This is an optimization exercise on Yosys and OpenROAD, whose aim is small area, a short achievable clock period and few clock cycles per item, not a production implementation.
Only simulation tests tie the RTL to the original design; equivalence was not proved.
Power figures rest on the tool's default switching activity, not on a simulated workload.

## v8
==> flow/design.v (excerpt) <==
module adler32(
    input clock,
    input rst_n,
    input size_valid,
    input [31:0] size,
    input data_start,
    input [7:0] data,
    output checksum_valid,
    output [31:0] checksum
);
    reg  [7:0]  d_q;       
    reg         ds_q;      
    reg         fa;        
    reg  [31:0] held;      
    reg         held_ok;   
    reg  [31:0] cnt;       
    reg         active;    
    reg         f2;        
    reg  [15:0] A, B;
    reg         vld;
    wire [31:0] cnt_nx;
    wire [7:0]  zb;        
    wire [7:0]  wz;        
    assign wz[0] = 1'b1;
    assign wz[1] = zb[0];
    assign wz[2] = &zb[1:0];
    assign wz[3] = &zb[2:0];
    assign wz[4] = &zb[3:0];
    assign wz[5] = wz[4] & zb[4];
    assign wz[6] = wz[4] & (&zb[5:4]);
    assign wz[7] = wz[4] & (&zb[6:4]);
    genvar k;
    generate
        for (k = 0; k < 8; k = k + 1) begin : cb
            cnt_blk u_b(.c(cnt[4*k+3:4*k]), .h(held[4*k+3:4*k]), .ld(ds_q),
                        .w(wz[k]), .n(cnt_nx[4*k+3:4*k]), .z(zb[k]));
        end
    endgenerate
    wire f1 = active & cnt[0] & ~|cnt[3:1] & (&zb[7:1]);    
    wire [15:0] a_in = fa ? 16'd0 : A;
    wire [8:0]  sl = a_in[7:0] + d_q + fa;
    wire [7:0]  ah1 = a_in[15:8] + 8'd1;
    wire        hff = &a_in[15:8];
    wire        hfe = (a_in[15:8] == 8'hFE);
    wire        lge = &sl[7:4] & |sl[3:0];                   
    wire        ga = sl[8] ? (hff | (hfe & lge)) : (hff & lge);   
    wire [7:0]  la = sl[7:0] + 8'd15;
    wire [15:0] a_nx = ga ? {8'd0, la} : {sl[8] ? ah1 : a_in[15:8], sl[7:0]};
    wire [16:0] xb = B + A;
    wire        nz = |xb[3:0];
    wire        gb = xb[16] | (&xb[15:4] & nz);
    wire [15:0] yb = {xb[15:4] + {11'd0, nz}, xb[3:0] - 4'd1};
    wire [15:0] b_nx = gb ? yb : xb[15:0];
    always @(posedge clock) begin
        d_q  <= f1 ? 8'd0 : data;
        ds_q <= data_start & rst_n;
        fa   <= ds_q;
        if (size_valid)
            held <= size;
        if (!rst_n) begin
            held_ok <= 1'b0;
            active  <= 1'b0;
            f2      <= 1'b0;
  ...
export LEC_CHECK = 0
export ABC_AREA = 1
export CAP_MARGIN = 20
export CORE_MARGIN = 2
export CORE_UTILIZATION = 50
export CTS_BUF_LIST = sky130_fd_sc_hd__clkbuf_4 sky130_fd_sc_hd__clkbuf_8
export CTS_CLUSTER_DIAMETER = 80
export CTS_CLUSTER_SIZE = 30
export SETUP_SLACK_MARGIN = 5
export SLEW_MARGIN = 20
create_clock -name core_clock -period 7.5 [get_ports {clock}]
standard.sh (not shown) runs the stock make flow with config.mk's settings and CLKGATE_MAP_FILE= SYNTH_SCRIPT=/design/flow/synth_recipe.tcl, a recipe that flattens the netlist after the stock synthesis.
==> flow/flow/run.sh <==
#!/bin/bash
# Standard layout, with these changes to how it is made:
#  - plain buffers (buf_2) on the ports;
#  - the full and half adder cells are added to the don't-use list, so that
#    synthesis maps adders to plain gates;
#  - ABC maps the logic with flow/abc.script (a delay-targeted map with area
#    recovery) instead of the flow's area script. The rest of synthesis is
#    synth_recipe.tcl unchanged.
set -o pipefail
W=$PWD
export BUFFER_PORTS_ARGS="-buffer_cell sky130_fd_sc_hd__buf_2"
BASE=$(make -s -C "$FLOW_HOME" DESIGN_CONFIG="$W/config.mk" WORK_HOME="$W/orfs" print-DONT_USE_CELLS 2>/dev/null | sed -n 's/^DONT_USE_CELLS: //p')
DU="$BASE sky130_fd_sc_hd__fa_1 sky130_fd_sc_hd__fa_2 sky130_fd_sc_hd__fa_4 sky130_fd_sc_hd__ha_1 sky130_fd_sc_hd__ha_2 sky130_fd_sc_hd__ha_4"
cp flow/abc.script "$W/abc_custom.script"
{
  echo "proc abc {args} {"
  echo "  set i [lsearch -exact \$args -script]"
  echo "  if {\$i >= 0} { lset args [expr {\$i + 1}] $W/abc_custom.script }"
  echo "  yosys abc {*}\$args"
  echo "}"
  cat synth_recipe.tcl
} > "$W/custom_synth.tcl"
sed "s#SYNTH_SCRIPT=[^ ]*#SYNTH_SCRIPT=$W/custom_synth.tcl#" standard.sh > "$W/custom_standard.sh"
bash "$W/custom_standard.sh" "DONT_USE_CELLS=$DU" finish > standard.log 2>&1
==> flow/flow/abc.script <==
strash
&get -n
&dc2
&dch
&put
map -B 0.9
topo
stime -c
buffer -c
upsize -c
dnsize -c
Testbench counts of v8, summed over its fixed seeds: cycles 572,122, bytes 568,898.
For v52, these inputs were changed with respect to v8:
==> flow/flow/abc.script <==
strash
dch
map -D 1800
topo
stime -c
buffer -c
upsize -c
dnsize -c
diff --git a/flow/config.mk b/flow/config.mk
--- a/flow/config.mk
+++ b/flow/config.mk
@@ -11,6 +11,4 @@
 export CORE_UTILIZATION = 50
 export CTS_BUF_LIST = sky130_fd_sc_hd__clkbuf_4 sky130_fd_sc_hd__clkbuf_8
-export CTS_CLUSTER_DIAMETER = 80
-export CTS_CLUSTER_SIZE = 30
 export SETUP_SLACK_MARGIN = 5
 export SLEW_MARGIN = 20
==> results.txt <==
Non-clock inverter count in the final layout in v52 is 31 lower than in v8
Measured against each other, v8 and v52 differ in post-placement setup slack, the lower figure coming from v52.
Number of different library cells in the post-synthesis netlist for v52 is higher than for v8.
checksum[13] as the capture point of the critical path was reported by v8, and B[2]$_SDFF_PP0_ by v52.
Input-level comparison between v34 and v52:
==> flow/flow/run.sh <==
#!/bin/bash
# Standard layout, with two changes to how it is made:
#  - plain buffers (buf_2) on the ports;
#  - the full and half adder cells are added to the don't-use list, so that
#    synthesis maps adders to plain gates (faster after timing repair).
set -o pipefail
export BUFFER_PORTS_ARGS="-buffer_cell sky130_fd_sc_hd__buf_2"
BASE=$(make -s -C "$FLOW_HOME" DESIGN_CONFIG="$PWD/config.mk" WORK_HOME="$PWD/orfs" print-DONT_USE_CELLS 2>/dev/null | sed -n 's/^DONT_USE_CELLS: //p')
DU="$BASE sky130_fd_sc_hd__fa_1 sky130_fd_sc_hd__fa_2 sky130_fd_sc_hd__fa_4 sky130_fd_sc_hd__ha_1 sky130_fd_sc_hd__ha_2 sky130_fd_sc_hd__ha_4"
bash standard.sh "DONT_USE_CELLS=$DU" finish > standard.log 2>&1
diff --git a/flow/config.mk b/flow/config.mk
--- a/flow/config.mk
+++ b/flow/config.mk
@@ -11,4 +11,4 @@
 export CORE_UTILIZATION = 50
 export CTS_BUF_LIST = sky130_fd_sc_hd__clkbuf_4 sky130_fd_sc_hd__clkbuf_8
-export SETUP_SLACK_MARGIN = 5
+export SETUP_SLACK_MARGIN = 4.9
 export SLEW_MARGIN = 20
removed: flow/flow/abc.script
==> results.txt <==
v34 against v52: cell-internal power went down about 24%; die area increased 13%; average detailed-routed wire length per instance decreased by 21% relative to the old numbers; proportion of power drawn by combinational gates decreased by 7.3 points relative to the old numbers.
v52 -> v34: die extent in x increased by a few percent
Summary — routed metal-1 wirelength, v34 relative to v52: higher, by about 1.7%.
Summary — met2 track utilization from global routing, v34 relative to v52: lower, by 4.6 points.
> inputs changed (v34 -> v23)
==> flow/flow/run.sh <==
#!/bin/bash
# Standard layout, with these changes to how it is made:
#  - plain buffers (buf_2) on the ports;
#  - the full and half adder cells are added to the don't-use list, so that
#    synthesis maps adders to plain gates;
#  - ABC maps the logic with flow/abc.script (a delay-targeted map with area
#    recovery) instead of the flow's area script. The rest of synthesis is
#    synth_recipe.tcl unchanged.
set -o pipefail
W=$PWD
export BUFFER_PORTS_ARGS="-buffer_cell sky130_fd_sc_hd__buf_2"
BASE=$(make -s -C "$FLOW_HOME" DESIGN_CONFIG="$W/config.mk" WORK_HOME="$W/orfs" print-DONT_USE_CELLS 2>/dev/null | sed -n 's/^DONT_USE_CELLS: //p')
DU="$BASE sky130_fd_sc_hd__fa_1 sky130_fd_sc_hd__fa_2 sky130_fd_sc_hd__fa_4 sky130_fd_sc_hd__ha_1 sky130_fd_sc_hd__ha_2 sky130_fd_sc_hd__ha_4"
cp flow/abc.script "$W/abc_custom.script"
{
  echo "proc abc {args} {"
  echo "  set i [lsearch -exact \$args -script]"
  echo "  if {\$i >= 0} { lset args [expr {\$i + 1}] $W/abc_custom.script }"
  echo "  yosys abc {*}\$args"
  echo "}"
  cat synth_recipe.tcl
} > "$W/custom_synth.tcl"
sed "s#SYNTH_SCRIPT=[^ ]*#SYNTH_SCRIPT=$W/custom_synth.tcl#" standard.sh > "$W/custom_standard.sh"
bash "$W/custom_standard.sh" "DONT_USE_CELLS=$DU" finish > standard.log 2>&1
==> flow/flow/abc.script (new file) <==
strash
&get -n
&dc2
&dch
&put
map -B 0.9
topo
stime -c
buffer -c
upsize -c
dnsize -c
diff --git a/flow/config.mk b/flow/config.mk
--- a/flow/config.mk
+++ b/flow/config.mk
@@ -11,4 +11,4 @@
 export CORE_UTILIZATION = 50
 export CTS_BUF_LIST = sky130_fd_sc_hd__clkbuf_4 sky130_fd_sc_hd__clkbuf_8
-export SETUP_SLACK_MARGIN = 4.9
+export SETUP_SLACK_MARGIN = 5
 export SLEW_MARGIN = 20
### Flow results
- Note that the core area recorded for v23 amounts to 0.891 times the value seen in v34.
- v34 → v23: average wire per cell in the routed design down 6.6%; post-synthesis cell count down 150.
- v34 → v23: highest ir drop seen on vdd grew by about 12%, top achievable clock speed higher.
> inputs changed (v23 -> v43)
==> flow/flow/abc.script <==
strash
dch
map -D 1500
topo
stime -c
buffer -c
upsize -c
dnsize -c
### Flow results
- v43 did not stop at any stage, and its layout met the timing, design-rule and antenna checks.
- v23 → v43: fmax now smaller, area occupied by registers rose 15 um^2, global-route usage over all layers shows an increase of 2.5 points, overall die area rose by about 8%, share of the core filled with cells in the final layout up 5.5 points.
- On area of all placed cells without fillers, the lower figure sits with v23, not v43.
- Worst setup path startpoint = A[2]$_DFF_P_: v43; worst setup path startpoint = A[13]$_SDFF_PP0_: v23
- Summary — non-clock buffer count, v43 relative to v23: higher, by 31.
- Going from v23 to v43, per-cell via count in the routed design went up; total stage count of the critical path went up; post-synthesis instance area went up.
> inputs changed (v43 -> v49)
==> flow/flow/abc.script <==
strash
&get -n
&dch
&put
dch
map -B 0.9
topo
stime -c
==> results.txt <==
Compared with v43, v49 is more frugal on power. The final reports for v49 and v43 show depth of the worst register-to-register path higher in the former. When the final numbers for v43 and v49 were put side by side, the clock power turned out to be greater in v49. Across both runs, count of different cell masters after synthesis was lower for v49 than for v43. Core utilization delta for v49 relative to v43: 3.4 points lower.

-- separate check: timing with driven ports --
The flow's constraints put no driver on any port. The routed layouts listed below were extracted and timed again, unchanged, in two steps.
Step 1 assumes that a clkbuf_16 drives the clock port and a buf_2 every other input.
Step 2 moves the port delays by t, midway between the first and last clock arrival at a register: inputs arrive t later, outputs are due t later. That takes back most of the time a late clock gives input paths.
Slacks: ideal / step 1 / step 2; pairs: ideal / step 1.
| run | shift t [ns] | setup slack, ns | worst setup path after step 2 | slew at the worst register clock pin (ns) | worst slew at a driven data input, ns |
|---|---|---|---|---|---|
| v8 | 0.402 | 5.049 / 5.017 / 5.072 | input to register | 0.10 / 0.10 | 0.03 |
| v52 | 0.398 | 4.710 / 4.710 / 4.710 | register to register | 0.10 / 0.10 | 0.03 |
| v34 | 0.424 | 4.955 / 4.917 / 5.057 | input to register | 0.11 / 0.11 | 0.03 |
| v23 | 0.402 | 5.049 / 5.017 / 5.072 | input to register | 0.10 / 0.10 | 0.03 |
| v43 | 0.404 | 4.916 / 4.916 / 4.916 | register to register | 0.11 / 0.11 | 0.03 |
| v49 | 0.420 | 5.018 / 4.985 / 5.071 | input to register | 0.11 / 0.11 | 0.03 |
After both steps setup and hold are still met in every run listed.
